Context: an optimization exercise on an open-source flow, tuned for small area and a short achievable clock period. The choices shown serve that exercise and are no tape-out recipe. RTL that was checked went through simulation tests only; none was proved equivalent to the original. Function not checked in run 1: the RTL went through the layout flow alone. Power and IR drop assume default switching activity.

## flow/design.v (module list and top-level ports; edited modules follow where they fit)
// module eq_streaming: 1361 lines
// module eq_gmux13: 12 lines
// module eq_fa: 4 lines
// module eq_ha: 4 lines
// module eq_gc: 3 lines
// module eq_and: 3 lines
module eq_streaming #(
	parameter integer C_S_AXI_DATA_WIDTH = 32
)
(
    input aclk,
    input aresetn,
    input [C_S_AXI_DATA_WIDTH-1:0] D_READY,
    input [C_S_AXI_DATA_WIDTH-1:0] FFT_PTNS,
    input [C_S_AXI_DATA_WIDTH-1:0] FFT_BKTS,
    input [C_S_AXI_DATA_WIDTH-1:0] my_reg0,
    input [C_S_AXI_DATA_WIDTH-1:0] my_reg1,
    input [C_S_AXI_DATA_WIDTH-1:0] my_reg2,
    input [C_S_AXI_DATA_WIDTH-1:0] my_reg3,
    input [C_S_AXI_DATA_WIDTH-1:0] my_reg4,
    input [C_S_AXI_DATA_WIDTH-1:0] my_reg5,
    input [C_S_AXI_DATA_WIDTH-1:0] my_reg6,
    input [C_S_AXI_DATA_WIDTH-1:0] my_reg7,
    input [C_S_AXI_DATA_WIDTH-1:0] my_reg8,
    input [C_S_AXI_DATA_WIDTH-1:0] my_reg9,
    input [C_S_AXI_DATA_WIDTH-1:0] my_reg10,
    input [C_S_AXI_DATA_WIDTH-1:0] my_reg11,
    input [C_S_AXI_DATA_WIDTH-1:0] my_reg12,
    input [C_S_AXI_DATA_WIDTH-1:0] s_axis_data,
    output reg s_axis_ready,
    input s_axis_valid,
    output reg [C_S_AXI_DATA_WIDTH-1:0] m_axis_data,
    input m_axis_ready,
    output reg m_axis_valid
);
  // ...
==> flow/flow/run.sh <==
#!/bin/bash
set -euo pipefail
MARGIN=$(cat flow/margin.txt)
bash standard.sh SETUP_SLACK_MARGIN=$MARGIN \
  "BUFFER_PORTS_ARGS=-buffer_cell sky130_fd_sc_hd__buf_1" finish > make_finish.log 2>&1
==> flow/flow/margin.txt <==
7
==> flow/standard.sh <==
#!/bin/bash
# synth_recipe.tcl (not shown) runs the flow's synth.tcl, then flattens the netlist and writes it again
# the make line also repeats each setting of config.mk as NAME=value (left out here)
make -C /OpenROAD-flow-scripts/flow DESIGN_CONFIG=/design/flow/config.mk WORK_HOME=/design/flow/orfs CLKGATE_MAP_FILE= SYNTH_SCRIPT=/design/flow/synth_recipe.tcl "${@:-finish}"
==> flow/config.mk <==
export PLATFORM = sky130hd
export DESIGN_NAME = eq_streaming
export DESIGN_NICKNAME = eq_streaming
export VERILOG_FILES = /design/flow/design.v
export SDC_FILE = /design/flow/constraint.sdc
export NUM_CORES = 4
export LEC_CHECK = 0
export CAP_MARGIN = 20
export CORE_MARGIN = 2
export CORE_UTILIZATION = 45
export CTS_CLUSTER_DIAMETER = 80
export CTS_CLUSTER_SIZE = 20
export PLACE_DENSITY = 0.6
export SLEW_MARGIN = 20
export SYNTH_HIERARCHICAL = 1
==> flow/constraint.sdc <==
create_clock -name core_clock -period 10.0 [get_ports {aclk}]
set_input_delay 2.0000 -clock core_clock [delete_from_list [all_inputs] [get_ports {aclk}]]
set_output_delay 2.0000 -clock core_clock [all_outputs]
set_load 0.01 [all_outputs]
==> run summary, run 1 <==
* Yosys Warn Count at 7
* Worst skew pair latency at 0.52 ns
* Root Buffer: clkbuf_16
* GRT overflow at 0
* Rows at 76
* DR WL met2 at 31,000 um
* Wire length of the first global-routing pass at 106,000 um
* Routed wl met3 at 8960 um
* Synth Flop Type: dfxtp_1
* DIE HEIGHT at 213 um
* Synth top area share at 22.9%
* Total combinational power at 3.70 mW
* Post-synthesis instance total at 1,910
* Clock skew at 0.0200 ns
* Layout cells sized above 1 at 10.6%
* Net Switching at 2.49 mW
* Starting Density at 45.6%
* Critical path type: reg -> reg
* Hold Fails Final Rpt at 0
* Largest area contributor in the synthesized netlist: dfxtp_1
* Avg WL per Cell at 25.8 um
* RR Endpoint: re_q23_2
* CP Max Fanout at 21
* EDFF count, synth at 16
* Top pwr grp: combinational cells
* Largest net degree at the start of global routing at 65
* Post-synthesis adder-cell area fraction at 25.8%
* Most numerous cell in the Yosys netlist: a22oi_1
* Status: complete, no violations
==> run 2, diff against run 1 <==
--- a/flow/design.v
+++ b/flow/design.v
@@ -421,28 +421,22 @@
 wire re_w308, re_w309;
 eq_fa re_fa310 (.a(re_w124), .b(re_w134), .c(re_w293), .s(re_w308), .co(re_w309));
 wire re_w310, re_w311;
 eq_fa re_fa312 (.a(re_w295), .b(re_w304), .c(re_w306), .s(re_w310), .co(re_w311));
 wire re_w312, re_w313;
 eq_fa re_fa314 (.a(re_w297), .b(re_w299), .c(re_w308), .s(re_w312), .co(re_w313));
 wire re_w314, re_w315;
 eq_ha re_ha316 (.a(re_w310), .b(re_w301), .s(re_w314), .co(re_w315));
-wire re_w316, re_w317;
-eq_fa re_fa318 (.a(re_w23), .b(re_w45), .c(re_w65), .s(re_w316), .co(re_w317));
-wire re_w318, re_w319;
-eq_fa re_fa320 (.a(re_w83), .b(re_w99), .c(re_w113), .s(re_w318), .co(re_w319));
-wire re_w320, re_w321;
-eq_fa re_fa322 (.a(re_w125), .b(re_w135), .c(re_w316), .s(re_w320), .co(re_w321));
-wire re_w322, re_w323;
-eq_fa re_fa324 (.a(re_w318), .b(re_w305), .c(re_w307), .s(re_w322), .co(re_w323));
-wire re_w324, re_w325;
-eq_fa re_fa326 (.a(re_w320), .b(re_w322), .c(re_w309), .s(re_w324), .co(re_w325));
-wire re_w326, re_w327;
-eq_ha re_ha328 (.a(re_w311), .b(re_w324), .s(re_w326), .co(re_w327));
+wire re_w316 = re_w23 ^ re_w45 ^ re_w65;
+wire re_w317 = re_w83 ^ re_w99 ^ re_w113;
+wire re_w318 = re_w125 ^ re_w135 ^ re_w316;
+wire re_w319 = re_w317 ^ re_w305 ^ re_w307;
+wire re_w320 = re_w318 ^ re_w319 ^ re_w309;
+wire re_w321 = re_w311 ^ re_w320;
 wire [8:0] re_lo = {1'b0, re_w156, re_w150, re_w144, re_w140, re_w137, re_w24, re_w1, re_w0} + {1'b0, re_w158, re_w152, re_w146, re_w142, re_w138, re_w136, 1'b0, re_neg[0]};
 reg re_c8;
 reg re_q8_0;
 reg re_q8_1;
 reg re_q8_2;
 reg re_q9_0;
 reg re_q9_1;
 reg re_q9_2;
@@ -532,197 +526,195 @@
     re_q21_0 <= re_w300;
     re_q21_1 <= re_w291;
     re_q21_2 <= re_w302;
     re_q22_0 <= re_w312;
     re_q22_1 <= re_w303;
     re_q22_2 <= re_w314;
     re_q23_0 <= re_w313;
     re_q23_1 <= re_w315;
-    re_q23_2 <= re_w326;
+    re_q23_2 <= re_w321;
 end
+wire re_w322, re_w323;
+eq_fa re_fa324 (.a(re_q8_0), .b(re_q8_1), .c(re_q8_2), .s(re_w322), .co(re_w323));
+wire re_w324, re_w325;
+eq_fa re_fa326 (.a(re_q9_0), .b(re_q9_1), .c(re_q9_2), .s(re_w324), .co(re_w325));
+wire re_w326, re_w327;
+eq_fa re_fa328 (.a(re_q10_0), .b(re_q10_1), .c(re_q10_2), .s(re_w326), .co(re_w327));
 wire re_w328, re_w329;
-eq_fa re_fa330 (.a(re_q8_0), .b(re_q8_1), .c(re_q8_2), .s(re_w328), .co(re_w329));
+eq_fa re_fa330 (.a(re_q11_0), .b(re_q11_1), .c(re_q11_2), .s(re_w328), .co(re_w329));
 wire re_w330, re_w331;
-eq_fa re_fa332 (.a(re_q9_0), .b(re_q9_1), .c(re_q9_2), .s(re_w330), .co(re_w331));
+eq_fa re_fa332 (.a(re_q12_0), .b(re_q12_1), .c(re_q12_2), .s(re_w330), .co(re_w331));
 wire re_w332, re_w333;
-eq_fa re_fa334 (.a(re_q10_0), .b(re_q10_1), .c(re_q10_2), .s(re_w332), .co(re_w333));
+eq_fa re_fa334 (.a(re_q13_0), .b(re_q13_1), .c(re_q13_2), .s(re_w332), .co(re_w333));
 wire re_w334, re_w335;
-eq_fa re_fa336 (.a(re_q11_0), .b(re_q11_1), .c(re_q11_2), .s(re_w334), .co(re_w335));
+eq_fa re_fa336 (.a(re_q14_0), .b(re_q14_1), .c(re_q14_2), .s(re_w334), .co(re_w335));
 wire re_w336, re_w337;
-eq_fa re_fa338 (.a(re_q12_0), .b(re_q12_1), .c(re_q12_2), .s(re_w336), .co(re_w337));
+eq_fa re_fa338 (.a(re_q15_0), .b(re_q15_1), .c(re_q15_2), .s(re_w336), .co(re_w337));
 wire re_w338, re_w339;
-eq_fa re_fa340 (.a(re_q13_0), .b(re_q13_1), .c(re_q13_2), .s(re_w338), .co(re_w339));
+eq_fa re_fa340 (.a(re_q16_0), .b(re_q16_1), .c(re_q16_2), .s(re_w338), .co(re_w339));
 wire re_w340, re_w341;
-eq_fa re_fa342 (.a(re_q14_0), .b(re_q14_1), .c(re_q14_2), .s(re_w340), .co(re_w341));
+eq_fa re_fa342 (.a(re_q17_0), .b(re_q17_1), .c(re_q17_2), .s(re_w340), .co(re_w341));
 wire re_w342, re_w343;
-eq_fa re_fa344 (.a(re_q15_0), .b(re_q15_1), .c(re_q15_2), .s(re_w342), .co(re_w343));
+eq_fa re_fa344 (.a(re_q18_0), .b(re_q18_1), .c(re_q18_2), .s(re_w342), .co(re_w343));
 wire re_w344, re_w345;
-eq_fa re_fa346 (.a(re_q16_0), .b(re_q16_1), .c(re_q16_2), .s(re_w344), .co(re_w345));
+eq_fa re_fa346 (.a(re_q19_0), .b(re_q19_1), .c(re_q19_2), .s(re_w344), .co(re_w345));
 wire re_w346, re_w347;
-eq_fa re_fa348 (.a(re_q17_0), .b(re_q17_1), .c(re_q17_2), .s(re_w346), .co(re_w347));
+eq_fa re_fa348 (.a(re_q20_0), .b(re_q20_1), .c(re_q20_2), .s(re_w346), .co(re_w347));
 wire re_w348, re_w349;
-eq_fa re_fa350 (.a(re_q18_0), .b(re_q18_1), .c(re_q18_2), .s(re_w348), .co(re_w349));
+eq_fa re_fa350 (.a(re_q21_0), .b(re_q21_1), .c(re_q21_2), .s(re_w348), .co(re_w349));
 wire re_w350, re_w351;
-eq_fa re_fa352 (.a(re_q19_0), .b(re_q19_1), .c(re_q19_2), .s(re_w350), .co(re_w351));
-wire re_w352, re_w353;
-eq_fa re_fa354 (.a(re_q20_0), .b(re_q20_1), .c(re_q20_2), .s(re_w352), .co(re_w353));
-wire re_w354, re_w355;
-eq_fa re_fa356 (.a(re_q21_0), .b(re_q21_1), .c(re_q21_2), .s(re_w354), .co(re_w355));
-wire re_w356, re_w357;
-eq_fa re_fa358 (.a(re_q22_0), .b(re_q22_1), .c(re_q22_2), .s(re_w356), .co(re_w357));
-wire re_w358, re_w359;
-eq_fa re_fa360 (.a(re_q23_0), .b(re_q23_1), .c(re_q23_2), .s(re_w358), .co(re_w359));
-wire re_w360, re_w361;
-eq_ha re_ha362 (.a(re_w329), .b(re_w330), .s(re_w360), .co(re_w361));
-wire re_w362, re_w363;
-eq_ha re_ha364 (.a(re_w331), .b(re_w332), .s(re_w362), .co(re_w363));
-wire re_w364, re_w365;
-eq_ha re_ha366 (.a(re_w333), .b(re_w334), .s(re_w364), .co(re_w365));
-wire re_w366, re_w367;
-eq_ha re_ha368 (.a(re_w335), .b(re_w336), .s(re_w366), .co(re_w367));
-wire re_w368, re_w369;
-eq_ha re_ha370 (.a(re_w337), .b(re_w338), .s(re_w368), .co(re_w369));
-wire re_w370, re_w371;
-eq_ha re_ha372 (.a(re_w339), .b(re_w340), .s(re_w370), .co(re_w371));
-wire re_w372, re_w373;
-eq_ha re_ha374 (.a(re_w341), .b(re_w342), .s(re_w372), .co(re_w373));
-wire re_w374, re_w375;
-eq_ha re_ha376 (.a(re_w343), .b(re_w344), .s(re_w374), .co(re_w375));
-wire re_w376, re_w377;
-eq_ha re_ha378 (.a(re_w345), .b(re_w346), .s(re_w376), .co(re_w377));
-wire re_w378, re_w379;
-eq_ha re_ha380 (.a(re_w347), .b(re_w348), .s(re_w378), .co(re_w379));
-wire re_w380, re_w381;
-eq_ha re_ha382 (.a(re_w349), .b(re_w350), .s(re_w380), .co(re_w381));
-wire re_w382, re_w383;
-eq_ha re_ha384 (.a(re_w351), .b(re_w352), .s(re_w382), .co(re_w383));
-wire re_w384, re_w385;
-eq_ha re_ha386 (.a(re_w353), .b(re_w354), .s(re_w384), .co(re_w385));
-wire re_w386, re_w387;
-eq_ha re_ha388 (.a(re_w355), .b(re_w356), .s(re_w386), .co(re_w387));
-wire re_w388, re_w389;
-eq_ha re_ha390 (.a(re_w357), .b(re_w358), .s(re_w388), .co(re_w389));
+eq_fa re_fa352 (.a(re_q22_0), .b(re_q22_1), .c(re_q22_2), .s(re_w350), .co(re_w351));
+wire re_w352 = re_q23_0 ^ re_q23_1 ^ re_q23_2;
+wire re_w353, re_w354;
+eq_ha re_ha355 (.a(re_w323), .b(re_w324), .s(re_w353), .co(re_w354));
+wire re_w355, re_w356;
+eq_ha re_ha357 (.a(re_w325), .b(re_w326), .s(re_w355), .co(re_w356));
+wire re_w357, re_w358;
+eq_ha re_ha359 (.a(re_w327), .b(re_w328), .s(re_w357), .co(re_w358));
+wire re_w359, re_w360;
+eq_ha re_ha361 (.a(re_w329), .b(re_w330), .s(re_w359), .co(re_w360));
+wire re_w361, re_w362;
+eq_ha re_ha363 (.a(re_w331), .b(re_w332), .s(re_w361), .co(re_w362));
+wire re_w363, re_w364;
+eq_ha re_ha365 (.a(re_w333), .b(re_w334), .s(re_w363), .co(re_w364));
+wire re_w365, re_w366;
+eq_ha re_ha367 (.a(re_w335), .b(re_w336), .s(re_w365), .co(re_w366));
+wire re_w367, re_w368;
+eq_ha re_ha369 (.a(re_w337), .b(re_w338), .s(re_w367), .co(re_w368));
+wire re_w369, re_w370;
+eq_ha re_ha371 (.a(re_w339), .b(re_w340), .s(re_w369), .co(re_w370));
+wire re_w371, re_w372;
+eq_ha re_ha373 (.a(re_w341), .b(re_w342), .s(re_w371), .co(re_w372));
+wire re_w373, re_w374;
+eq_ha re_ha375 (.a(re_w343), .b(re_w344), .s(re_w373), .co(re_w374));
+wire re_w375, re_w376;
+eq_ha re_ha377 (.a(re_w345), .b(re_w346), .s(re_w375), .co(re_w376));
+wire re_w377, re_w378;
+eq_ha re_ha379 (.a(re_w347), .b(re_w348), .s(re_w377), .co(re_w378));
+wire re_w379, re_w380;
+eq_ha re_ha381 (.a(re_w349), .b(re_w350), .s(re_w379), .co(re_w380));
+wire re_w381 = re_w351 ^ re_w352;
+wire re_w382;
+eq_and re_c383 (.a(re_w322), .b(re_c8), .y(re_w382));
+wire re_w383;
+eq_gc re_gc384 (.gh(re_w356), .ph(re_w355), .gl(re_w354), .g(re_w383));
+wire re_w384;
+eq_and re_c385 (.a(re_w355), .b(re_w353), .y(re_w384));
+wire re_w385;
+eq_gc re_gc386 (.gh(re_w360), .ph(re_w359), .gl(re_w358), .g(re_w385));
+wire re_w386;
+eq_and re_c387 (.a(re_w359), .b(re_w357), .y(re_w386));
+wire re_w387;
+eq_gc re_gc388 (.gh(re_w364), .ph(re_w363), .gl(re_w362), .g(re_w387));
+wire re_w388;
+eq_and re_c389 (.a(re_w363), .b(re_w361), .y(re_w388));
+wire re_w389;
+eq_gc re_gc390 (.gh(re_w368), .ph(re_w367), .gl(re_w366), .g(re_w389));
 wire re_w390;
-eq_and re_c391 (.a(re_w328), .b(re_c8), .y(re_w390));
+eq_and re_c391 (.a(re_w367), .b(re_w365), .y(re_w390));
 wire re_w391;
-eq_gc re_gc392 (.gh(re_w363), .ph(re_w362), .gl(re_w361), .g(re_w391));
+eq_gc re_gc392 (.gh(re_w372), .ph(re_w371), .gl(re_w370), .g(re_w391));
 wire re_w392;
-eq_and re_c393 (.a(re_w362), .b(re_w360), .y(re_w392));
+eq_and re_c393 (.a(re_w371), .b(re_w369), .y(re_w392));
 wire re_w393;
-eq_gc re_gc394 (.gh(re_w367), .ph(re_w366), .gl(re_w365), .g(re_w393));
+eq_gc re_gc394 (.gh(re_w376), .ph(re_w375), .gl(re_w374), .g(re_w393));
 wire re_w394;
-eq_and re_c395 (.a(re_w366), .b(re_w364), .y(re_w394));
+eq_and re_c395 (.a(re_w375), .b(re_w373), .y(re_w394));
 wire re_w395;
-eq_gc re_gc396 (.gh(re_w371), .ph(re_w370), .gl(re_w369), .g(re_w395));
+eq_gc re_gc396 (.gh(re_w380), .ph(re_w379), .gl(re_w378), .g(re_w395));
 wire re_w396;
-eq_and re_c397 (.a(re_w370), .b(re_w368), .y(re_w396));
+eq_and re_c397 (.a(re_w379), .b(re_w377), .y(re_w396));
 wire re_w397;
-eq_gc re_gc398 (.gh(re_w375), .ph(re_w374), .gl(re_w373), .g(re_w397));
+eq_gc re_gc398 (.gh(re_w354), .ph(re_w353), .gl(re_w382), .g(re_w397));
 wire re_w398;
-eq_and re_c399 (.a(re_w374), .b(re_w372), .y(re_w398));
+eq_gc re_gc399 (.gh(re_w383), .ph(re_w384), .gl(re_w382), .g(re_w398));
 wire re_w399;
-eq_gc re_gc400 (.gh(re_w379), .ph(re_w378), .gl(re_w377), .g(re_w399));
+eq_gc re_gc400 (.gh(re_w362), .ph(re_w361), .gl(re_w385), .g(re_w399));
 wire re_w400;
-eq_and re_c401 (.a(re_w378), .b(re_w376), .y(re_w400));
+eq_and re_c401 (.a(re_w361), .b(re_w386), .y(re_w400));
 wire re_w401;
-eq_gc re_gc402 (.gh(re_w383), .ph(re_w382), .gl(re_w381), .g(re_w401));
+eq_gc re_gc402 (.gh(re_w387), .ph(re_w388), .gl(re_w385), .g(re_w401));
 wire re_w402;
-eq_and re_c403 (.a(re_w382), .b(re_w380), .y(re_w402));
+eq_and re_c403 (.a(re_w388), .b(re_w386), .y(re_w402));
 wire re_w403;
-eq_gc re_gc404 (.gh(re_w387), .ph(re_w386), .gl(re_w385), .g(re_w403));
+eq_gc re_gc404 (.gh(re_w370), .ph(re_w369), .gl(re_w389), .g(re_w403));
 wire re_w404;
-eq_and re_c405 (.a(re_w386), .b(re_w384), .y(re_w404));
+eq_and re_c405 (.a(re_w369), .b(re_w390), .y(re_w404));
 wire re_w405;
-eq_gc re_gc406 (.gh(re_w361), .ph(re_w360), .gl(re_w390), .g(re_w405));
+eq_gc re_gc406 (.gh(re_w391), .ph(re_w392), .gl(re_w389), .g(re_w405));
 wire re_w406;
-eq_gc re_gc407 (.gh(re_w391), .ph(re_w392), .gl(re_w390), .g(re_w406));
+eq_and re_c407 (.a(re_w392), .b(re_w390), .y(re_w406));
 wire re_w407;
-eq_gc re_gc408 (.gh(re_w369), .ph(re_w368), .gl(re_w393), .g(re_w407));
+eq_gc re_gc408 (.gh(re_w378), .ph(re_w377), .gl(re_w393), .g(re_w407));
 wire re_w408;
-eq_and re_c409 (.a(re_w368), .b(re_w394), .y(re_w408));
+eq_and re_c409 (.a(re_w377), .b(re_w394), .y(re_w408));
 wire re_w409;
 eq_gc re_gc410 (.gh(re_w395), .ph(re_w396), .gl(re_w393), .g(re_w409));
 wire re_w410;
 eq_and re_c411 (.a(re_w396), .b(re_w394), .y(re_w410));
 wire re_w411;
-eq_gc re_gc412 (.gh(re_w377), .ph(re_w376), .gl(re_w397), .g(re_w411));
+eq_gc re_gc412 (.gh(re_w358), .ph(re_w357), .gl(re_w398), .g(re_w411));
 wire re_w412;
-eq_and re_c413 (.a(re_w376), .b(re_w398), .y(re_w412));
+eq_gc re_gc413 (.gh(re_w385), .ph(re_w386), .gl(re_w398), .g(re_w412));
 wire re_w413;
-eq_gc re_gc414 (.gh(re_w399), .ph(re_w400), .gl(re_w397), .g(re_w413));
+eq_gc re_gc414 (.gh(re_w399), .ph(re_w400), .gl(re_w398), .g(re_w413));
 wire re_w414;
-eq_and re_c415 (.a(re_w400), .b(re_w398), .y(re_w414));
+eq_gc re_gc415 (.gh(re_w401), .ph(re_w402), .gl(re_w398), .g(re_w414));
 wire re_w415;
-eq_gc re_gc416 (.gh(re_w385), .ph(re_w384), .gl(re_w401), .g(re_w415));
+eq_gc re_gc416 (.gh(re_w374), .ph(re_w373), .gl(re_w405), .g(re_w415));
 wire re_w416;
-eq_and re_c417 (.a(re_w384), .b(re_w402), .y(re_w416));
+eq_and re_c417 (.a(re_w373), .b(re_w406), .y(re_w416));
 wire re_w417;
-eq_gc re_gc418 (.gh(re_w403), .ph(re_w404), .gl(re_w401), .g(re_w417));
+eq_gc re_gc418 (.gh(re_w393), .ph(re_w394), .gl(re_w405), .g(re_w417));
 wire re_w418;
-eq_and re_c419 (.a(re_w404), .b(re_w402), .y(re_w418));
+eq_and re_c419 (.a(re_w394), .b(re_w406), .y(re_w418));
 wire re_w419;
-eq_gc re_gc420 (.gh(re_w365), .ph(re_w364), .gl(re_w406), .g(re_w419));
+eq_gc re_gc420 (.gh(re_w407), .ph(re_w408), .gl(re_w405), .g(re_w419));
 wire re_w420;
-eq_gc re_gc421 (.gh(re_w393), .ph(re_w394), .gl(re_w406), .g(re_w420));
+eq_and re_c421 (.a(re_w408), .b(re_w406), .y(re_w420));
 wire re_w421;
-eq_gc re_gc422 (.gh(re_w407), .ph(re_w408), .gl(re_w406), .g(re_w421));
+eq_gc re_gc422 (.gh(re_w409), .ph(re_w410), .gl(re_w405), .g(re_w421));
 wire re_w422;
-eq_gc re_gc423 (.gh(re_w409), .ph(re_w410), .gl(re_w406), .g(re_w422));
+eq_and re_c423 (.a(re_w410), .b(re_w406), .y(re_w422));
 wire re_w423;
-eq_gc re_gc424 (.gh(re_w381), .ph(re_w380), .gl(re_w413), .g(re_w423));
+eq_gc re_gc424 (.gh(re_w366), .ph(re_w365), .gl(re_w414), .g(re_w423));
 wire re_w424;
-eq_and re_c425 (.a(re_w380), .b(re_w414), .y(re_w424));
+eq_gc re_gc425 (.gh(re_w389), .ph(re_w390), .gl(re_w414), .g(re_w424));
 wire re_w425;
-eq_gc re_gc426 (.gh(re_w401), .ph(re_w402), .gl(re_w413), .g(re_w425));
+eq_gc re_gc426 (.gh(re_w403), .ph(re_w404), .gl(re_w414), .g(re_w425));
 wire re_w426;
-eq_and re_c427 (.a(re_w402), .b(re_w414), .y(re_w426));
+eq_gc re_gc427 (.gh(re_w405), .ph(re_w406), .gl(re_w414), .g(re_w426));
 wire re_w427;
-eq_gc re_gc428 (.gh(re_w415), .ph(re_w416), .gl(re_w413), .g(re_w427));
+eq_gc re_gc428 (.gh(re_w415), .ph(re_w416), .gl(re_w414), .g(re_w427));
 wire re_w428;
-eq_and re_c429 (.a(re_w416), .b(re_w414), .y(re_w428));
+eq_gc re_gc429 (.gh(re_w417), .ph(re_w418), .gl(re_w414), .g(re_w428));
 wire re_w429;
-eq_gc re_gc430 (.gh(re_w417), .ph(re_w418), .gl(re_w413), .g(re_w429));
+eq_gc re_gc430 (.gh(re_w419), .ph(re_w420), .gl(re_w414), .g(re_w429));
 wire re_w430;
-eq_and re_c431 (.a(re_w418), .b(re_w414), .y(re_w430));
+eq_gc re_gc431 (.gh(re_w421), .ph(re_w422), .gl(re_w414), .g(re_w430));
 wire re_w431;
-eq_gc re_gc432 (.gh(re_w373), .ph(re_w372), .gl(re_w422), .g(re_w431));
-wire re_w432;
-eq_gc re_gc433 (.gh(re_w397), .ph(re_w398), .gl(re_w422), .g(re_w432));
-wire re_w433;
-eq_gc re_gc434 (.gh(re_w411), .ph(re_w412), .gl(re_w422), .g(re_w433));
-wire re_w434;
-eq_gc re_gc435 (.gh(re_w413), .ph(re_w414), .gl(re_w422), .g(re_w434));
-wire re_w435;
-eq_gc re_gc436 (.gh(re_w423), .ph(re_w424), .gl(re_w422), .g(re_w435));
-wire re_w436;
-eq_gc re_gc437 (.gh(re_w425), .ph(re_w426), .gl(re_w422), .g(re_w436));
-wire re_w437;
-eq_gc re_gc438 (.gh(re_w427), .ph(re_w428), .gl(re_w422), .g(re_w437));
-wire re_w438;
-eq_gc re_gc439 (.gh(re_w429), .ph(re_w430), .gl(re_w422), .g(re_w438));
-wire re_w439;
-eq_gc re_gc440 (.gh(re_w389), .ph(re_w388), .gl(re_w438), .g(re_w439));
-wire re_w440 = re_w328 ^ re_c8;
-wire re_w441 = re_w360 ^ re_w390;
-wire re_w442 = re_w362 ^ re_w405;
-wire re_w443 = re_w364 ^ re_w406;
-wire re_w444 = re_w366 ^ re_w419;
-wire re_w445 = re_w368 ^ re_w420;
-wire re_w446 = re_w370 ^ re_w421;
-wire re_w447 = re_w372 ^ re_w422;
-wire re_w448 = re_w374 ^ re_w431;
-wire re_w449 = re_w376 ^ re_w432;
-wire re_w450 = re_w378 ^ re_w433;
-wire re_w451 = re_w380 ^ re_w434;
-wire re_w452 = re_w382 ^ re_w435;
-wire re_w453 = re_w384 ^ re_w436;
-wire re_w454 = re_w386 ^ re_w437;
-wire re_w455 = re_w388 ^ re_w438;
-wire [15:0] re_sum = {re_w455, re_w454, re_w453, re_w452, re_w451, re_w450, re_w449, re_w448, re_w447, re_w446, re_w445, re_w444, re_w443, re_w442, re_w441, re_w440};
+eq_and re_c432 (.a(re_w381), .b(re_w430), .y(re_w431));
+wire re_w432 = re_w322 ^ re_c8;
+wire re_w433 = re_w353 ^ re_w382;
+wire re_w434 = re_w355 ^ re_w397;
+wire re_w435 = re_w357 ^ re_w398;
+wire re_w436 = re_w359 ^ re_w411;
+wire re_w437 = re_w361 ^ re_w412;
+wire re_w438 = re_w363 ^ re_w413;
+wire re_w439 = re_w365 ^ re_w414;
+wire re_w440 = re_w367 ^ re_w423;
+wire re_w441 = re_w369 ^ re_w424;
+wire re_w442 = re_w371 ^ re_w425;
+wire re_w443 = re_w373 ^ re_w426;
+wire re_w444 = re_w375 ^ re_w427;
+wire re_w445 = re_w377 ^ re_w428;
+wire re_w446 = re_w379 ^ re_w429;
+wire re_w447 = re_w381 ^ re_w430;
+wire [15:0] re_sum = {re_w447, re_w446, re_w445, re_w444, re_w443, re_w442, re_w441, re_w440, re_w439, re_w438, re_w437, re_w436, re_w435, re_w434, re_w433, re_w432};
 reg [7:0] im_one, im_two, im_neg;
 always @(posedge aclk) begin
     im_one[0] <= (s_axis_data[16] ^ 1'b0);
     im_two[0] <= ((s_axis_data[16] & 1'b0 & ~s_axis_data[17]) | (~s_axis_data[16] & ~1'b0 & s_axis_data[17]));
     im_neg[0] <= s_axis_data[17];
     im_one[1] <= (s_axis_data[18] ^ s_axis_data[17]);
     im_two[1] <= ((s_axis_data[18] & s_axis_data[17] & ~s_axis_data[19]) | (~s_axis_data[18] & ~s_axis_data[17] & s_axis_data[19]));
     im_neg[1] <= s_axis_data[19];
@@ -1056,28 +1048,22 @@
 wire im_w308, im_w309;
 eq_fa im_fa310 (.a(im_w124), .b(im_w134), .c(im_w293), .s(im_w308), .co(im_w309));
 wire im_w310, im_w311;
 eq_fa im_fa312 (.a(im_w295), .b(im_w304), .c(im_w306), .s(im_w310), .co(im_w311));
 wire im_w312, im_w313;
 eq_fa im_fa314 (.a(im_w297), .b(im_w299), .c(im_w308), .s(im_w312), .co(im_w313));
 wire im_w314, im_w315;
 eq_ha im_ha316 (.a(im_w310), .b(im_w301), .s(im_w314), .co(im_w315));
-wire im_w316, im_w317;
-eq_fa im_fa318 (.a(im_w23), .b(im_w45), .c(im_w65), .s(im_w316), .co(im_w317));
-wire im_w318, im_w319;
-eq_fa im_fa320 (.a(im_w83), .b(im_w99), .c(im_w113), .s(im_w318), .co(im_w319));
-wire im_w320, im_w321;
-eq_fa im_fa322 (.a(im_w125), .b(im_w135), .c(im_w316), .s(im_w320), .co(im_w321));
-wire im_w322, im_w323;
-eq_fa im_fa324 (.a(im_w318), .b(im_w305), .c(im_w307), .s(im_w322), .co(im_w323));
-wire im_w324, im_w325;
-eq_fa im_fa326 (.a(im_w320), .b(im_w322), .c(im_w309), .s(im_w324), .co(im_w325));
-wire im_w326, im_w327;
-eq_ha im_ha328 (.a(im_w311), .b(im_w324), .s(im_w326), .co(im_w327));
+wire im_w316 = im_w23 ^ im_w45 ^ im_w65;
+wire im_w317 = im_w83 ^ im_w99 ^ im_w113;
+wire im_w318 = im_w125 ^ im_w135 ^ im_w316;
+wire im_w319 = im_w317 ^ im_w305 ^ im_w307;
+wire im_w320 = im_w318 ^ im_w319 ^ im_w309;
+wire im_w321 = im_w311 ^ im_w320;
 wire [8:0] im_lo = {1'b0, im_w156, im_w150, im_w144, im_w140, im_w137, im_w24, im_w1, im_w0} + {1'b0, im_w158, im_w152, im_w146, im_w142, im_w138, im_w136, 1'b0, im_neg[0]};
 reg im_c8;
 reg im_q8_0;
 reg im_q8_1;
 reg im_q8_2;
 reg im_q9_0;
 reg im_q9_1;
 reg im_q9_2;
@@ -1167,197 +1153,195 @@
     im_q21_0 <= im_w300;
     im_q21_1 <= im_w291;
     im_q21_2 <= im_w302;
     im_q22_0 <= im_w312;
     im_q22_1 <= im_w303;
     im_q22_2 <= im_w314;
     im_q23_0 <= im_w313;
     im_q23_1 <= im_w315;
-    im_q23_2 <= im_w326;
+    im_q23_2 <= im_w321;
 end
+wire im_w322, im_w323;
+eq_fa im_fa324 (.a(im_q8_0), .b(im_q8_1), .c(im_q8_2), .s(im_w322), .co(im_w323));
+wire im_w324, im_w325;
+eq_fa im_fa326 (.a(im_q9_0), .b(im_q9_1), .c(im_q9_2), .s(im_w324), .co(im_w325));
+wire im_w326, im_w327;
+eq_fa im_fa328 (.a(im_q10_0), .b(im_q10_1), .c(im_q10_2), .s(im_w326), .co(im_w327));
 wire im_w328, im_w329;
-eq_fa im_fa330 (.a(im_q8_0), .b(im_q8_1), .c(im_q8_2), .s(im_w328), .co(im_w329));
+eq_fa im_fa330 (.a(im_q11_0), .b(im_q11_1), .c(im_q11_2), .s(im_w328), .co(im_w329));
 wire im_w330, im_w331;
-eq_fa im_fa332 (.a(im_q9_0), .b(im_q9_1), .c(im_q9_2), .s(im_w330), .co(im_w331));
+eq_fa im_fa332 (.a(im_q12_0), .b(im_q12_1), .c(im_q12_2), .s(im_w330), .co(im_w331));
 wire im_w332, im_w333;
-eq_fa im_fa334 (.a(im_q10_0), .b(im_q10_1), .c(im_q10_2), .s(im_w332), .co(im_w333));
+eq_fa im_fa334 (.a(im_q13_0), .b(im_q13_1), .c(im_q13_2), .s(im_w332), .co(im_w333));
 wire im_w334, im_w335;
-eq_fa im_fa336 (.a(im_q11_0), .b(im_q11_1), .c(im_q11_2), .s(im_w334), .co(im_w335));
+eq_fa im_fa336 (.a(im_q14_0), .b(im_q14_1), .c(im_q14_2), .s(im_w334), .co(im_w335));
 wire im_w336, im_w337;
-eq_fa im_fa338 (.a(im_q12_0), .b(im_q12_1), .c(im_q12_2), .s(im_w336), .co(im_w337));
+eq_fa im_fa338 (.a(im_q15_0), .b(im_q15_1), .c(im_q15_2), .s(im_w336), .co(im_w337));
 wire im_w338, im_w339;
-eq_fa im_fa340 (.a(im_q13_0), .b(im_q13_1), .c(im_q13_2), .s(im_w338), .co(im_w339));
+eq_fa im_fa340 (.a(im_q16_0), .b(im_q16_1), .c(im_q16_2), .s(im_w338), .co(im_w339));
 wire im_w340, im_w341;
-eq_fa im_fa342 (.a(im_q14_0), .b(im_q14_1), .c(im_q14_2), .s(im_w340), .co(im_w341));
+eq_fa im_fa342 (.a(im_q17_0), .b(im_q17_1), .c(im_q17_2), .s(im_w340), .co(im_w341));
 wire im_w342, im_w343;
-eq_fa im_fa344 (.a(im_q15_0), .b(im_q15_1), .c(im_q15_2), .s(im_w342), .co(im_w343));
+eq_fa im_fa344 (.a(im_q18_0), .b(im_q18_1), .c(im_q18_2), .s(im_w342), .co(im_w343));
 wire im_w344, im_w345;
-eq_fa im_fa346 (.a(im_q16_0), .b(im_q16_1), .c(im_q16_2), .s(im_w344), .co(im_w345));
+eq_fa im_fa346 (.a(im_q19_0), .b(im_q19_1), .c(im_q19_2), .s(im_w344), .co(im_w345));
 wire im_w346, im_w347;
-eq_fa im_fa348 (.a(im_q17_0), .b(im_q17_1), .c(im_q17_2), .s(im_w346), .co(im_w347));
+eq_fa im_fa348 (.a(im_q20_0), .b(im_q20_1), .c(im_q20_2), .s(im_w346), .co(im_w347));
 wire im_w348, im_w349;
-eq_fa im_fa350 (.a(im_q18_0), .b(im_q18_1), .c(im_q18_2), .s(im_w348), .co(im_w349));
+eq_fa im_fa350 (.a(im_q21_0), .b(im_q21_1), .c(im_q21_2), .s(im_w348), .co(im_w349));
 wire im_w350, im_w351;
-eq_fa im_fa352 (.a(im_q19_0), .b(im_q19_1), .c(im_q19_2), .s(im_w350), .co(im_w351));
-wire im_w352, im_w353;
-eq_fa im_fa354 (.a(im_q20_0), .b(im_q20_1), .c(im_q20_2), .s(im_w352), .co(im_w353));
-wire im_w354, im_w355;
-eq_fa im_fa356 (.a(im_q21_0), .b(im_q21_1), .c(im_q21_2), .s(im_w354), .co(im_w355));
-wire im_w356, im_w357;
-eq_fa im_fa358 (.a(im_q22_0), .b(im_q22_1), .c(im_q22_2), .s(im_w356), .co(im_w357));
-wire im_w358, im_w359;
-eq_fa im_fa360 (.a(im_q23_0), .b(im_q23_1), .c(im_q23_2), .s(im_w358), .co(im_w359));
-wire im_w360, im_w361;
-eq_ha im_ha362 (.a(im_w329), .b(im_w330), .s(im_w360), .co(im_w361));
-wire im_w362, im_w363;
-eq_ha im_ha364 (.a(im_w331), .b(im_w332), .s(im_w362), .co(im_w363));
-wire im_w364, im_w365;
-eq_ha im_ha366 (.a(im_w333), .b(im_w334), .s(im_w364), .co(im_w365));
-wire im_w366, im_w367;
-eq_ha im_ha368 (.a(im_w335), .b(im_w336), .s(im_w366), .co(im_w367));
-wire im_w368, im_w369;
-eq_ha im_ha370 (.a(im_w337), .b(im_w338), .s(im_w368), .co(im_w369));
-wire im_w370, im_w371;
-eq_ha im_ha372 (.a(im_w339), .b(im_w340), .s(im_w370), .co(im_w371));
-wire im_w372, im_w373;
-eq_ha im_ha374 (.a(im_w341), .b(im_w342), .s(im_w372), .co(im_w373));
-wire im_w374, im_w375;
-eq_ha im_ha376 (.a(im_w343), .b(im_w344), .s(im_w374), .co(im_w375));
-wire im_w376, im_w377;
-eq_ha im_ha378 (.a(im_w345), .b(im_w346), .s(im_w376), .co(im_w377));
-wire im_w378, im_w379;
-eq_ha im_ha380 (.a(im_w347), .b(im_w348), .s(im_w378), .co(im_w379));
-wire im_w380, im_w381;
-eq_ha im_ha382 (.a(im_w349), .b(im_w350), .s(im_w380), .co(im_w381));
-wire im_w382, im_w383;
-eq_ha im_ha384 (.a(im_w351), .b(im_w352), .s(im_w382), .co(im_w383));
-wire im_w384, im_w385;
-eq_ha im_ha386 (.a(im_w353), .b(im_w354), .s(im_w384), .co(im_w385));
-wire im_w386, im_w387;
-eq_ha im_ha388 (.a(im_w355), .b(im_w356), .s(im_w386), .co(im_w387));
-wire im_w388, im_w389;
-eq_ha im_ha390 (.a(im_w357), .b(im_w358), .s(im_w388), .co(im_w389));
+eq_fa im_fa352 (.a(im_q22_0), .b(im_q22_1), .c(im_q22_2), .s(im_w350), .co(im_w351));
+wire im_w352 = im_q23_0 ^ im_q23_1 ^ im_q23_2;
+wire im_w353, im_w354;
+eq_ha im_ha355 (.a(im_w323), .b(im_w324), .s(im_w353), .co(im_w354));
+wire im_w355, im_w356;
+eq_ha im_ha357 (.a(im_w325), .b(im_w326), .s(im_w355), .co(im_w356));
+wire im_w357, im_w358;
+eq_ha im_ha359 (.a(im_w327), .b(im_w328), .s(im_w357), .co(im_w358));
+wire im_w359, im_w360;
+eq_ha im_ha361 (.a(im_w329), .b(im_w330), .s(im_w359), .co(im_w360));
+wire im_w361, im_w362;
+eq_ha im_ha363 (.a(im_w331), .b(im_w332), .s(im_w361), .co(im_w362));
+wire im_w363, im_w364;
+eq_ha im_ha365 (.a(im_w333), .b(im_w334), .s(im_w363), .co(im_w364));
+wire im_w365, im_w366;
+eq_ha im_ha367 (.a(im_w335), .b(im_w336), .s(im_w365), .co(im_w366));
+wire im_w367, im_w368;
+eq_ha im_ha369 (.a(im_w337), .b(im_w338), .s(im_w367), .co(im_w368));
+wire im_w369, im_w370;
+eq_ha im_ha371 (.a(im_w339), .b(im_w340), .s(im_w369), .co(im_w370));
+wire im_w371, im_w372;
+eq_ha im_ha373 (.a(im_w341), .b(im_w342), .s(im_w371), .co(im_w372));
+wire im_w373, im_w374;
+eq_ha im_ha375 (.a(im_w343), .b(im_w344), .s(im_w373), .co(im_w374));
+wire im_w375, im_w376;
+eq_ha im_ha377 (.a(im_w345), .b(im_w346), .s(im_w375), .co(im_w376));
+wire im_w377, im_w378;
+eq_ha im_ha379 (.a(im_w347), .b(im_w348), .s(im_w377), .co(im_w378));
+wire im_w379, im_w380;
+eq_ha im_ha381 (.a(im_w349), .b(im_w350), .s(im_w379), .co(im_w380));
+wire im_w381 = im_w351 ^ im_w352;
+wire im_w382;
+eq_and im_c383 (.a(im_w322), .b(im_c8), .y(im_w382));
+wire im_w383;
+eq_gc im_gc384 (.gh(im_w356), .ph(im_w355), .gl(im_w354), .g(im_w383));
+wire im_w384;
+eq_and im_c385 (.a(im_w355), .b(im_w353), .y(im_w384));
+wire im_w385;
+eq_gc im_gc386 (.gh(im_w360), .ph(im_w359), .gl(im_w358), .g(im_w385));
+wire im_w386;
+eq_and im_c387 (.a(im_w359), .b(im_w357), .y(im_w386));
+wire im_w387;
+eq_gc im_gc388 (.gh(im_w364), .ph(im_w363), .gl(im_w362), .g(im_w387));
+wire im_w388;
+eq_and im_c389 (.a(im_w363), .b(im_w361), .y(im_w388));
+wire im_w389;
+eq_gc im_gc390 (.gh(im_w368), .ph(im_w367), .gl(im_w366), .g(im_w389));
 wire im_w390;
-eq_and im_c391 (.a(im_w328), .b(im_c8), .y(im_w390));
+eq_and im_c391 (.a(im_w367), .b(im_w365), .y(im_w390));
 wire im_w391;
-eq_gc im_gc392 (.gh(im_w363), .ph(im_w362), .gl(im_w361), .g(im_w391));
+eq_gc im_gc392 (.gh(im_w372), .ph(im_w371), .gl(im_w370), .g(im_w391));
 wire im_w392;
-eq_and im_c393 (.a(im_w362), .b(im_w360), .y(im_w392));
+eq_and im_c393 (.a(im_w371), .b(im_w369), .y(im_w392));
 wire im_w393;
-eq_gc im_gc394 (.gh(im_w367), .ph(im_w366), .gl(im_w365), .g(im_w393));
+eq_gc im_gc394 (.gh(im_w376), .ph(im_w375), .gl(im_w374), .g(im_w393));
 wire im_w394;
-eq_and im_c395 (.a(im_w366), .b(im_w364), .y(im_w394));
+eq_and im_c395 (.a(im_w375), .b(im_w373), .y(im_w394));
 wire im_w395;
-eq_gc im_gc396 (.gh(im_w371), .ph(im_w370), .gl(im_w369), .g(im_w395));
+eq_gc im_gc396 (.gh(im_w380), .ph(im_w379), .gl(im_w378), .g(im_w395));
 wire im_w396;
-eq_and im_c397 (.a(im_w370), .b(im_w368), .y(im_w396));
+eq_and im_c397 (.a(im_w379), .b(im_w377), .y(im_w396));
 wire im_w397;
-eq_gc im_gc398 (.gh(im_w375), .ph(im_w374), .gl(im_w373), .g(im_w397));
+eq_gc im_gc398 (.gh(im_w354), .ph(im_w353), .gl(im_w382), .g(im_w397));
 wire im_w398;
-eq_and im_c399 (.a(im_w374), .b(im_w372), .y(im_w398));
+eq_gc im_gc399 (.gh(im_w383), .ph(im_w384), .gl(im_w382), .g(im_w398));
 wire im_w399;
-eq_gc im_gc400 (.gh(im_w379), .ph(im_w378), .gl(im_w377), .g(im_w399));
+eq_gc im_gc400 (.gh(im_w362), .ph(im_w361), .gl(im_w385), .g(im_w399));
 wire im_w400;
-eq_and im_c401 (.a(im_w378), .b(im_w376), .y(im_w400));
+eq_and im_c401 (.a(im_w361), .b(im_w386), .y(im_w400));
 wire im_w401;
-eq_gc im_gc402 (.gh(im_w383), .ph(im_w382), .gl(im_w381), .g(im_w401));
+eq_gc im_gc402 (.gh(im_w387), .ph(im_w388), .gl(im_w385), .g(im_w401));
 wire im_w402;
-eq_and im_c403 (.a(im_w382), .b(im_w380), .y(im_w402));
+eq_and im_c403 (.a(im_w388), .b(im_w386), .y(im_w402));
 wire im_w403;
-eq_gc im_gc404 (.gh(im_w387), .ph(im_w386), .gl(im_w385), .g(im_w403));
+eq_gc im_gc404 (.gh(im_w370), .ph(im_w369), .gl(im_w389), .g(im_w403));
 wire im_w404;
-eq_and im_c405 (.a(im_w386), .b(im_w384), .y(im_w404));
+eq_and im_c405 (.a(im_w369), .b(im_w390), .y(im_w404));
 wire im_w405;
-eq_gc im_gc406 (.gh(im_w361), .ph(im_w360), .gl(im_w390), .g(im_w405));
+eq_gc im_gc406 (.gh(im_w391), .ph(im_w392), .gl(im_w389), .g(im_w405));
 wire im_w406;
-eq_gc im_gc407 (.gh(im_w391), .ph(im_w392), .gl(im_w390), .g(im_w406));
+eq_and im_c407 (.a(im_w392), .b(im_w390), .y(im_w406));
 wire im_w407;
-eq_gc im_gc408 (.gh(im_w369), .ph(im_w368), .gl(im_w393), .g(im_w407));
+eq_gc im_gc408 (.gh(im_w378), .ph(im_w377), .gl(im_w393), .g(im_w407));
 wire im_w408;
-eq_and im_c409 (.a(im_w368), .b(im_w394), .y(im_w408));
+eq_and im_c409 (.a(im_w377), .b(im_w394), .y(im_w408));
 wire im_w409;
 eq_gc im_gc410 (.gh(im_w395), .ph(im_w396), .gl(im_w393), .g(im_w409));
 wire im_w410;
 eq_and im_c411 (.a(im_w396), .b(im_w394), .y(im_w410));
 wire im_w411;
-eq_gc im_gc412 (.gh(im_w377), .ph(im_w376), .gl(im_w397), .g(im_w411));
+eq_gc im_gc412 (.gh(im_w358), .ph(im_w357), .gl(im_w398), .g(im_w411));
 wire im_w412;
-eq_and im_c413 (.a(im_w376), .b(im_w398), .y(im_w412));
+eq_gc im_gc413 (.gh(im_w385), .ph(im_w386), .gl(im_w398), .g(im_w412));
 wire im_w413;
-eq_gc im_gc414 (.gh(im_w399), .ph(im_w400), .gl(im_w397), .g(im_w413));
+eq_gc im_gc414 (.gh(im_w399), .ph(im_w400), .gl(im_w398), .g(im_w413));
 wire im_w414;
-eq_and im_c415 (.a(im_w400), .b(im_w398), .y(im_w414));
+eq_gc im_gc415 (.gh(im_w401), .ph(im_w402), .gl(im_w398), .g(im_w414));
 wire im_w415;
-eq_gc im_gc416 (.gh(im_w385), .ph(im_w384), .gl(im_w401), .g(im_w415));
+eq_gc im_gc416 (.gh(im_w374), .ph(im_w373), .gl(im_w405), .g(im_w415));
 wire im_w416;
-eq_and im_c417 (.a(im_w384), .b(im_w402), .y(im_w416));
+eq_and im_c417 (.a(im_w373), .b(im_w406), .y(im_w416));
 wire im_w417;
-eq_gc im_gc418 (.gh(im_w403), .ph(im_w404), .gl(im_w401), .g(im_w417));
+eq_gc im_gc418 (.gh(im_w393), .ph(im_w394), .gl(im_w405), .g(im_w417));
 wire im_w418;
-eq_and im_c419 (.a(im_w404), .b(im_w402), .y(im_w418));
+eq_and im_c419 (.a(im_w394), .b(im_w406), .y(im_w418));
 wire im_w419;
-eq_gc im_gc420 (.gh(im_w365), .ph(im_w364), .gl(im_w406), .g(im_w419));
+eq_gc im_gc420 (.gh(im_w407), .ph(im_w408), .gl(im_w405), .g(im_w419));
 wire im_w420;
-eq_gc im_gc421 (.gh(im_w393), .ph(im_w394), .gl(im_w406), .g(im_w420));
+eq_and im_c421 (.a(im_w408), .b(im_w406), .y(im_w420));
 wire im_w421;
-eq_gc im_gc422 (.gh(im_w407), .ph(im_w408), .gl(im_w406), .g(im_w421));
+eq_gc im_gc422 (.gh(im_w409), .ph(im_w410), .gl(im_w405), .g(im_w421));
 wire im_w422;
-eq_gc im_gc423 (.gh(im_w409), .ph(im_w410), .gl(im_w406), .g(im_w422));
+eq_and im_c423 (.a(im_w410), .b(im_w406), .y(im_w422));
 wire im_w423;
-eq_gc im_gc424 (.gh(im_w381), .ph(im_w380), .gl(im_w413), .g(im_w423));
+eq_gc im_gc424 (.gh(im_w366), .ph(im_w365), .gl(im_w414), .g(im_w423));
 wire im_w424;
-eq_and im_c425 (.a(im_w380), .b(im_w414), .y(im_w424));
+eq_gc im_gc425 (.gh(im_w389), .ph(im_w390), .gl(im_w414), .g(im_w424));
 wire im_w425;
-eq_gc im_gc426 (.gh(im_w401), .ph(im_w402), .gl(im_w413), .g(im_w425));
+eq_gc im_gc426 (.gh(im_w403), .ph(im_w404), .gl(im_w414), .g(im_w425));
 wire im_w426;
-eq_and im_c427 (.a(im_w402), .b(im_w414), .y(im_w426));
+eq_gc im_gc427 (.gh(im_w405), .ph(im_w406), .gl(im_w414), .g(im_w426));
 wire im_w427;
-eq_gc im_gc428 (.gh(im_w415), .ph(im_w416), .gl(im_w413), .g(im_w427));
+eq_gc im_gc428 (.gh(im_w415), .ph(im_w416), .gl(im_w414), .g(im_w427));
 wire im_w428;
-eq_and im_c429 (.a(im_w416), .b(im_w414), .y(im_w428));
+eq_gc im_gc429 (.gh(im_w417), .ph(im_w418), .gl(im_w414), .g(im_w428));
 wire im_w429;
-eq_gc im_gc430 (.gh(im_w417), .ph(im_w418), .gl(im_w413), .g(im_w429));
+eq_gc im_gc430 (.gh(im_w419), .ph(im_w420), .gl(im_w414), .g(im_w429));
 wire im_w430;
-eq_and im_c431 (.a(im_w418), .b(im_w414), .y(im_w430));
+eq_gc im_gc431 (.gh(im_w421), .ph(im_w422), .gl(im_w414), .g(im_w430));
 wire im_w431;
-eq_gc im_gc432 (.gh(im_w373), .ph(im_w372), .gl(im_w422), .g(im_w431));
-wire im_w432;
-eq_gc im_gc433 (.gh(im_w397), .ph(im_w398), .gl(im_w422), .g(im_w432));
-wire im_w433;
-eq_gc im_gc434 (.gh(im_w411), .ph(im_w412), .gl(im_w422), .g(im_w433));
-wire im_w434;
-eq_gc im_gc435 (.gh(im_w413), .ph(im_w414), .gl(im_w422), .g(im_w434));
-wire im_w435;
-eq_gc im_gc436 (.gh(im_w423), .ph(im_w424), .gl(im_w422), .g(im_w435));
-wire im_w436;
-eq_gc im_gc437 (.gh(im_w425), .ph(im_w426), .gl(im_w422), .g(im_w436));
-wire im_w437;
-eq_gc im_gc438 (.gh(im_w427), .ph(im_w428), .gl(im_w422), .g(im_w437));
-wire im_w438;
-eq_gc im_gc439 (.gh(im_w429), .ph(im_w430), .gl(im_w422), .g(im_w438));
-wire im_w439;
-eq_gc im_gc440 (.gh(im_w389), .ph(im_w388), .gl(im_w438), .g(im_w439));
-wire im_w440 = im_w328 ^ im_c8;
-wire im_w441 = im_w360 ^ im_w390;
-wire im_w442 = im_w362 ^ im_w405;
-wire im_w443 = im_w364 ^ im_w406;
-wire im_w444 = im_w366 ^ im_w419;
-wire im_w445 = im_w368 ^ im_w420;
-wire im_w446 = im_w370 ^ im_w421;
-wire im_w447 = im_w372 ^ im_w422;
-wire im_w448 = im_w374 ^ im_w431;
-wire im_w449 = im_w376 ^ im_w432;
-wire im_w450 = im_w378 ^ im_w433;
-wire im_w451 = im_w380 ^ im_w434;
-wire im_w452 = im_w382 ^ im_w435;
-wire im_w453 = im_w384 ^ im_w436;
-wire im_w454 = im_w386 ^ im_w437;
-wire im_w455 = im_w388 ^ im_w438;
-wire [15:0] im_sum = {im_w455, im_w454, im_w453, im_w452, im_w451, im_w450, im_w449, im_w448, im_w447, im_w446, im_w445, im_w444, im_w443, im_w442, im_w441, im_w440};
+eq_and im_c432 (.a(im_w381), .b(im_w430), .y(im_w431));
+wire im_w432 = im_w322 ^ im_c8;
+wire im_w433 = im_w353 ^ im_w382;
+wire im_w434 = im_w355 ^ im_w397;
+wire im_w435 = im_w357 ^ im_w398;
+wire im_w436 = im_w359 ^ im_w411;
+wire im_w437 = im_w361 ^ im_w412;
+wire im_w438 = im_w363 ^ im_w413;
+wire im_w439 = im_w365 ^ im_w414;
+wire im_w440 = im_w367 ^ im_w423;
+wire im_w441 = im_w369 ^ im_w424;
+wire im_w442 = im_w371 ^ im_w425;
+wire im_w443 = im_w373 ^ im_w426;
+wire im_w444 = im_w375 ^ im_w427;
+wire im_w445 = im_w377 ^ im_w428;
+wire im_w446 = im_w379 ^ im_w429;
+wire im_w447 = im_w381 ^ im_w430;
+wire [15:0] im_sum = {im_w447, im_w446, im_w445, im_w444, im_w443, im_w442, im_w441, im_w440, im_w439, im_w438, im_w437, im_w436, im_w435, im_w434, im_w433, im_w432};
 always @(posedge aclk) begin
     if (!aresetn)
         m_axis_data <= 32'd0;
     else if (v1 & r1)
         m_axis_data <= {im_sum, re_sum};
 end
 endmodule
 module eq_gmux13 (
==> flow/flow/margin.txt (replaced) <==
7.04
==> run 2 against run 1 <==
Against the previous run:
- setup slack gained 0.014 ns
- area after synthesis fell by 0.70%
- clock power is 18% higher
- combinational power rose by 2%
- count of clock-buffer cells in the layout rose by 1
- flip-flop and latch count is the same
- maximum frequency rose by 0.46%
- first-iteration DRC count up 4.8%
- utilization is 0.65 points higher
- critical endpoint is now m_axis_data[24]
- global-route usage up 0.89 points
- sequential power barely moved
- clock skew increased by 0.012 ns
==> run summary, run 2 <==
* Synth top area share at 23.1% (+0.16 points)
* Endpoints failing setup at 0
* Layout cells sized above 1 at 11.2% (+0.58 points)
* Post-synth cell types at 66
* Synth cell count leaders: a22oi_1, xnor2_1, dfxtp_1
* Port bufs at 401
* Die Area at 0.0451 mm^2
* Detailed Place HPWL at 56,500 um
* Critical path type: reg -> out
* Filler cells at 4,067
* Vias in the first global route at 16,600
* CP Max Fanout at 2 (-90%)
* Commonest non-fill, non-tap cell in the layout: a22oi_1
* Syn_nets at 2,749
* Biggest regs: m_axis_data (32), g (24), rem (16)
* Final #Nets at 3,032
* Post-synthesis instance total at 1,920 (+0.52%)
* Mean Syn Cell Area at 10.2 um^2
* Largest net degree at the start of global routing at 63 (-3.1%)
* Max Cap Viol at 0
* Post-synthesis sequential area ratio at 25.5%
* VDD IR-drop max at 0.000153 V
* Avg WL per Cell at 26.4 um (+2.2%)
* Hold Fails Final Rpt at 0 (unchanged)
* Crit start category: flip-flop
* Worst-Margin Slew at 0.820 ns
* Core ar. at 0.0430 mm^2
* Top reg by flops: m_axis_data
* DIE HEIGHT at 212 um (-0.35%)
* RSZ-0062 raised after global routing: true
* Final Util at 52.7%
* Max incr delay on CP at 0.33 ns
* Crit end category: output port
* Slew margin rel. at 45.2%
* Worst Path Required at 8.00 ns
* GRT overflow at 0 (unchanged)
* Placer Congestion at 1.04
* Clock transition at the registers of the reported paths at 0.08 ns
* Worst EP arrival at 0.99 ns
* Synth Flop Type: dfxtp_1
* Num ports at 582
* Total CTS buffers at 20
* Worst skew pair latency at 0.55 ns (+0.03 ns)
* Most numerous cell in the Yosys netlist: a22oi_1
* Most frequent cells in the layout: a22oi_1, buf_1, xnor2_1
* CTS tree: built
* Starting Density at 45.4% (-0.22 points)
* DR vias at 17,200
* LEAKAGE at 8.41 nW
* Clock skew at 0.0316 ns (+0.0116 ns)
* Final wirelength at 74,300 um
* Sequence of cells on the critical path: buf_6
* Final period util at 29.9%
* Max FFs per register at 32
* Post-synth design cell area at 0.0195 mm^2
* Fin Setup TNS at 0 ns
* Vias per inst at 6.10
* Worst min path class: reg -> reg
* Largest area contributor in the synthesized netlist: dfxtp_1
* Fmax at 0.334 GHz
* Count of hold-fix buffers inserted at cts at 0
* Synth async-reset ratio at 0%
* Slew Viols, Final at 0
* Status: complete, no violations
* DR pass1 iterations at 7
* Final routed DRC violation total at 0
* Total power at 6.09 mW
* DRT antenna net count at 0
* Min Clock Period, post-route at 2.99 ns
* Top Family by Delay on Critical Path: flip-flops
* #FFs+latches synth at 241
* Clk buf depth at 3
* WP buf/inv at 1
* EDFF count, synth at 16 (unchanged)
* GRT Total Usage at 32.3%
* CTS Sinks at 241
* Rows at 76 (unchanged)
* Slowest-stage cell, CP: dfxtp_2
* Root Buffer: clkbuf_16
* CTS H-tree lvls at 1
* Initial DRC Count at 2,144
* Largest cells by area after synthesis: dfxtp_1, fa_1, xnor2_1
* Layout overhead on the synthesized area at 16.0%
* Wire length of the first global-routing pass at 108,000 um (+2.0%)
* Die width at 212 um
* Yosys Warn Count at 7 (unchanged)
* Initial antenna violation count at 24
* Pwr per Cell Area at 269 mW/mm^2
## run 2: report_power, final
part / internal, mW / switching (mW)
logic: 1.88 / 1.91
clock network: 0.388 / 0.415
registers: 1.25 / 0.239
total: 3.52 / 2.56
## run 2: area by class of cell
cell class / instances / area [um^2] / share of cell area [%]
multi-input combinational: 1456 / 13700 / 60.7
sequential: 241 / 5130 / 22.7
timing repair buffer: 450 / 2230 / 9.84
tap: 585 / 732 / 3.23
clock buffer: 21 / 504 / 2.23
clock inverter: 12 / 145 / 0.641
inverter: 34 / 128 / 0.563
antenna: 14 / 35.0 / 0.155
## run 2: kinds of logic after synthesis
group                    share of synthesized area, %
AND/OR/NAND/NOR                                  7.09
AO/OA/AOI/OAI                                    21.6
adder cells (fa/ha/maj)                          24.5
multiplexers                                     1.06
XOR/XNOR                                         15.5
buffers and inverters                            4.74
flip-flops                                       25.5
## run 2: what timing repair did
action / in CTS / in global routing
gates resized for setup: 166 / 41
buffers inserted: 4 / 13
pin swaps: 5 / 7
setup endpoints to repair: 164 / 65
## run 2: metrics by stage
stage / instance area, um^2 / hold WS (ns) / instances / worst slack (ns)
5_1_grt: 22700 / 0.460 / 2811 / 6.94
6_report: 22700 / 0.435 / 2813 / 7.01
3_3_place_gp: 21300 / 0.415 / 2749 / 5.99
3_5_place_dp: 21300 / 0.420 / 2749 / 5.97
4_1_cts: 22400 / 0.438 / 2786 / 6.98
2_1_floorplan: 19600 / 0.412 / 1920 / 6.55
## run 2: per-layer routing
layer	wire [um]	GRT usage [%]	vias up
met1	30800	45.0	8535
met3	7150	6.14	142
met2	33500	50.1	960
met4	2780	11.6	12
met5	80	0	-
li1	-	-	7511
## run 2: path summary, 6_finish.rpt
path | depth (start not counted) | to | slack (ns) | from
max | 1 | m_axis_data[24] | 7.01 | m_axis_data[24]
min | 1 | r1 | 0.44 | r0
max reg2reg | 10 | m_axis_data[15] | 7.14 | re_q10_0
min reg2reg | 1 | r1 | 0.44 | r0
## run 2: Yosys stat by module, one instance, submodules excluded
module        area, um^2  cells  flops+latches  copies in the design
eq_gmux13           1600    218              0                     1
eq_streaming       13000   1366            241                     1
eq_ha               12.5      1              0                    68
eq_gc               7.51      1              0                    62
eq_and              6.26      1              0                    36
eq_fa               20.0      1              0                   170
==> run 3, diff against run 2 <==
==> flow/flow/margin.txt (replaced) <==
6.97
==> run 3 against run 2 <==
Against the previous run:
- non-clock buffer count down 8
- cell count down 0.36%
- worst hold slack about the same
- largest cell class unchanged
- critical path type is now in -> reg
- combinational power about the same
- still clean
==> run summary, run 3 <==
* Most numerous cell in the Yosys netlist: a22oi_1
* #FFs+latches synth at 241 (unchanged)
* Hold wc startpoint: r0
* Final wirelength at 73,800 um (-0.70%)
* Starting Density at 45.4% (unchanged)
* Yosys Warn Count at 7 (unchanged)
* Final period util at 31.0% (+1.1 points)
* Post-synthesis compound-gate area fraction at 21.6% (unchanged)
* Syn_nets at 2,749 (unchanged)
* Commonest non-fill, non-tap cell in the layout: a22oi_1
* GRT Total Usage at 32.3% (about the same)
* P_int at 3.51 mW (-0.33%)
* Final #Nets at 3,024 (-0.26%)
* Design area at 0.0224 mm^2 (-1.1%)
* Most crowded layer after global routing: met2
* DR pass1 iterations at 9 (+2)
* Critical path type: in -> reg
* VDD IR-drop max at 0.000153 V (about the same)
* GRT overflow at 0 (unchanged)
* Die width at 212 um (unchanged)
* Clock skew at 0.0292 ns (-0.00240 ns)
* Mean Syn Cell Area at 10.2 um^2 (unchanged)
* Post-synthesis mux area share at 1.06% (unchanged)
* GR Util met1 at 45.3% (+0.30 points)
* Endpoints failing setup at 0 (unchanged)
* Worst EP arrival at 3.58 ns (+2.59 ns)
* Hold Fails Final Rpt at 0 (unchanged)
* Max FFs per register at 32 (unchanged)
* Worst-Margin Slew at 0.814 ns (-0.00669 ns)
* Top reg by flops: m_axis_data
* Post-synth cell types at 66 (unchanged)
* Worst reg2reg path depth at 8 (-2)
* Port bufs at 401 (unchanged)
* Worst Path Required at 10.48 ns (+2.48 ns)
* Vias per inst at 6.08 (-0.33%)
* Worst skew pair latency at 0.55 ns (about the same)
* Most frequent cells in the layout: a22oi_1, buf_1, xnor2_1
* Die Area at 0.0451 mm^2 (unchanged)
* Wire length of the first global-routing pass at 108,000 um (-0.15%)
* Net Switching at 2.55 mW (-0.46%)
* Vias in the first global route at 16,600 (-0.16%)
* DIE HEIGHT at 212 um (unchanged)
* CP Max Fanout at 8 (+6)
* Slew Viols, Final at 0 (unchanged)
* Detailed Place HPWL at 56,500 um (unchanged)
* Clock transition at the registers of the reported paths at 0.08 ns (about the same)
* Crit end category: flip-flop
* Root Buffer: clkbuf_16
* Largest area contributor in the synthesized netlist: dfxtp_1
* Worst min path class: reg -> reg
* WHS Endpoint: r1
* CTS Sinks at 241 (unchanged)
* Post-placement cell area at 0.0213 mm^2 (unchanged)
* Clk buf depth at 3 (unchanged)
* Largest cells by area after synthesis: dfxtp_1, fa_1, xnor2_1
* DRT antenna net count at 0 (unchanged)
* Slew margin rel. at 45.7% (+0.45 points)
* Status: complete, no violations
* Synth async-reset ratio at 0% (unchanged)
* Post-synthesis sequential area ratio at 25.5% (unchanged)
* Max Cap Viol at 0 (unchanged)
* Critical register-to-register path startpoint: re_two[0]
* CTS H-tree lvls at 1 (unchanged)
* Pwr per Cell Area at 271 mW/mm^2 (+0.76%)
* Synth Area in Simple Gates at 7.09% (unchanged)
* Total CTS buffers at 20 (unchanged)
* Rows at 76 (unchanged)
* GR Util met3 at 5.82% (-0.32 points)
* Final worst setup slack at 6.90 ns (-0.109 ns)
* Initial antenna violation count at 25 (+4.2%)
* Routing usage on met2 at 49.7% (-0.36 points)
* Post-synthesis adder-cell area fraction at 24.5% (unchanged)
* Num ports at 582 (unchanged)
* Fin Setup TNS at 0 ns (unchanged)
* Register-to-register setup slack at 7.02 ns (-0.12 ns)
* EDFF count, synth at 16 (unchanged)
* Hold-critical path depth at 1 (unchanged)
* Post-synth design cell area at 0.0195 mm^2 (unchanged)
* Synth Flop Type: dfxtp_1
* RSZ-0062 raised after global routing: true
* Placer Congestion at 1.04 (unchanged)
* Layout cells sized above 1 at 10.2% (-1.0 points)
* Final routed DRC violation total at 0 (unchanged)
* Clock group share of total power at 13.2% (about the same)
* Largest net degree at the start of global routing at 63 (unchanged)
* Core ar. at 0.0430 mm^2 (unchanged)
* Crit start category: primary input
* RR Endpoint: re_c8
* CTS tree: built
* Post-synthesis instance total at 1,920 (unchanged)
* Combinational fraction of design power at 62.2% (about the same)
* Largest family of logic cells by synthesized area: adder cells
* Register share of total power at 24.6% (about the same)
* Placement Setup Slack at 5.97 ns (unchanged)
* Post-Synth XOR/XNOR Area at 15.5% (unchanged)
* Avg WL per Cell at 26.3 um (-0.34%)
* Initial DRC Count at 2,125 (-0.89%)
* Layout overhead on the synthesized area at 14.7%
* Min Clock Period, post-route at 3.10 ns (+0.109 ns)
* Biggest regs: m_axis_data (32), g (24), rem (16)
* DR vias at 17,000 (-0.69%)
* Fmax at 0.323 GHz (-3.5%)
* Net Sw Frac at 42.1% (about the same)
* Synth cell count leaders: a22oi_1, xnor2_1, dfxtp_1
* Synth top area share at 23.1% (unchanged)
* LEAKAGE at 8.33 nW (-0.92%)
* Count of hold-fix buffers inserted at cts at 0 (unchanged)
## run 3: cell count changes in the layout (fill, tap and decap cells not counted), sizes merged
cell / previous run / this run
clkbuf: 23 / 21
buf: 448 / 442
diode: 14 / 12
## run 3: stage by stage
stage          std cells  utilization (%)  hold slack (ns)  power (mW)
2_1_floorplan       1920                -            0.412        4.32
5_1_grt             2803             52.1            0.460        6.63
3_5_place_dp        2749             49.5            0.420        5.27
4_1_cts             2784             51.4            0.438        6.11
3_3_place_gp        2749             49.5            0.415        5.19
6_report            2803             52.1            0.436        6.06
## run 3: repair_timing
action                     4_1_cts  5_1_grt
hold endpoints to repair         0        0
setup buffers                    2        7
pin swaps                        1        8
resized for setup               90       73
setup endpoints to repair      157       55
gates cloned                     0        0
## run 3: power groups by stage
stage	clock network, mW	registers, mW	logic, mW
floorplan	0	1.38	2.93
global placement	0	1.50	3.70
detailed placement	0	1.51	3.77
CTS	0.819	1.49	3.80
global route	0.857	1.52	4.25
finish	0.801	1.49	3.77
## run 3: worst max-delay path by stage
stage | from | to | cells after the start | slack [ns]
2_1_floorplan | s_axis_valid | n[6] | 9 | 6.55
3_3_place_gp | s_axis_valid | n[3] | 8 | 5.99
3_5_place_dp | s_axis_valid | n[3] | 8 | 5.97
4_1_cts | s_axis_valid | n[10] | 9 | 6.96
5_1_grt | m_axis_ready | n[10] | 9 | 6.85
6_report | m_axis_ready | n[10] | 9 | 6.90
## run 3: per-layer routing
| metal | vias up | wire length, um |
|---|---|---|
| met5 | - | 90 |
| met4 | 14 | 2710 |
| li1 | 7495 | - |
| met2 | 908 | 33200 |
| met3 | 129 | 6850 |
| met1 | 8496 | 30900 |
## run 3: critical path, stage by stage
cell,delay (ns)
buf_8,0.07
nand2_4,0.04
or2_4,0.27
a2111oi_4,0.34
o32ai_4,0.17
nor3_4,0.24
buf_6,0.17
and3_4,0.18
a221o_1,0.10
## run 3: cells by family (layout without fill, tap and decap cells)
| kind of cell | after synthesis | after routing |
|---|---|---|
| DFF | 241 | 241 |
| AOI/OAI and AO/OA | 556 | 556 |
| buffers and inverters | 223 | 509 |
| other | 0 | 12 |
| and+or+nand+nor | 255 | 255 |
| adders and majority gates | 281 | 281 |
| muxes | 19 | 19 |
| xor gates and xnor gates | 345 | 345 |
## run 3: cell type report
type / instances / area, um^2
fill: 4091 / 20600
multi-input combinational: 1456 / 13700
sequential: 241 / 5100
timing repair buffer: 442 / 2010
tap: 585 / 732
clock buffer: 21 / 504
clock inverter: 12 / 145
inverter: 34 / 128
antenna: 12 / 30.0
## run 3: per-module statistics from Yosys, one instance, submodules excluded
module        flip-flops and latches  times used
eq_and                             0          36
eq_fa                              0         170
eq_gc                              0          62
eq_gmux13                          0           1
eq_ha                              0          68
eq_streaming                     241           1

[re-timing with driven ports]
No port has a modelled driver above. Below, the same layouts with a new extraction and two added sets of constraints.
Step 1 assumes that a clkbuf_16 drives the clock port and a buf_2 every other input.
Step 2 also shifts input and output timing later by t, the mid clock arrival at the registers, as if the neighbouring blocks saw the same clock.
a / b / c = no drivers / after step 1 / after step 2; a / b = the first two.
| run | t, ns | slack for setup (ns) | worst hold slack (ns) | worst slew at a driven data input, ns | cell pins on the clock port's net |
|---|---|---|---|---|---|
| run 1 | 0.566 | 6.995 / 6.971 / 6.588 | 0.443 / 0.443 / 0.443 | 0.24 | 1 |
| run 2 | 0.585 | 7.008 / 6.919 / 6.334 | 0.435 / 0.435 / 0.435 | 0.21 | 1 |
| run 3 | 0.583 | 6.900 / 6.773 / 6.190 | 0.436 / 0.436 / 0.436 | 0.22 | 1 |
After both steps every run listed still meets setup and hold. For run 3, which loses most, drivers alone change the setup slack by -0.127 ns; drivers and shift together by -0.710 ns.
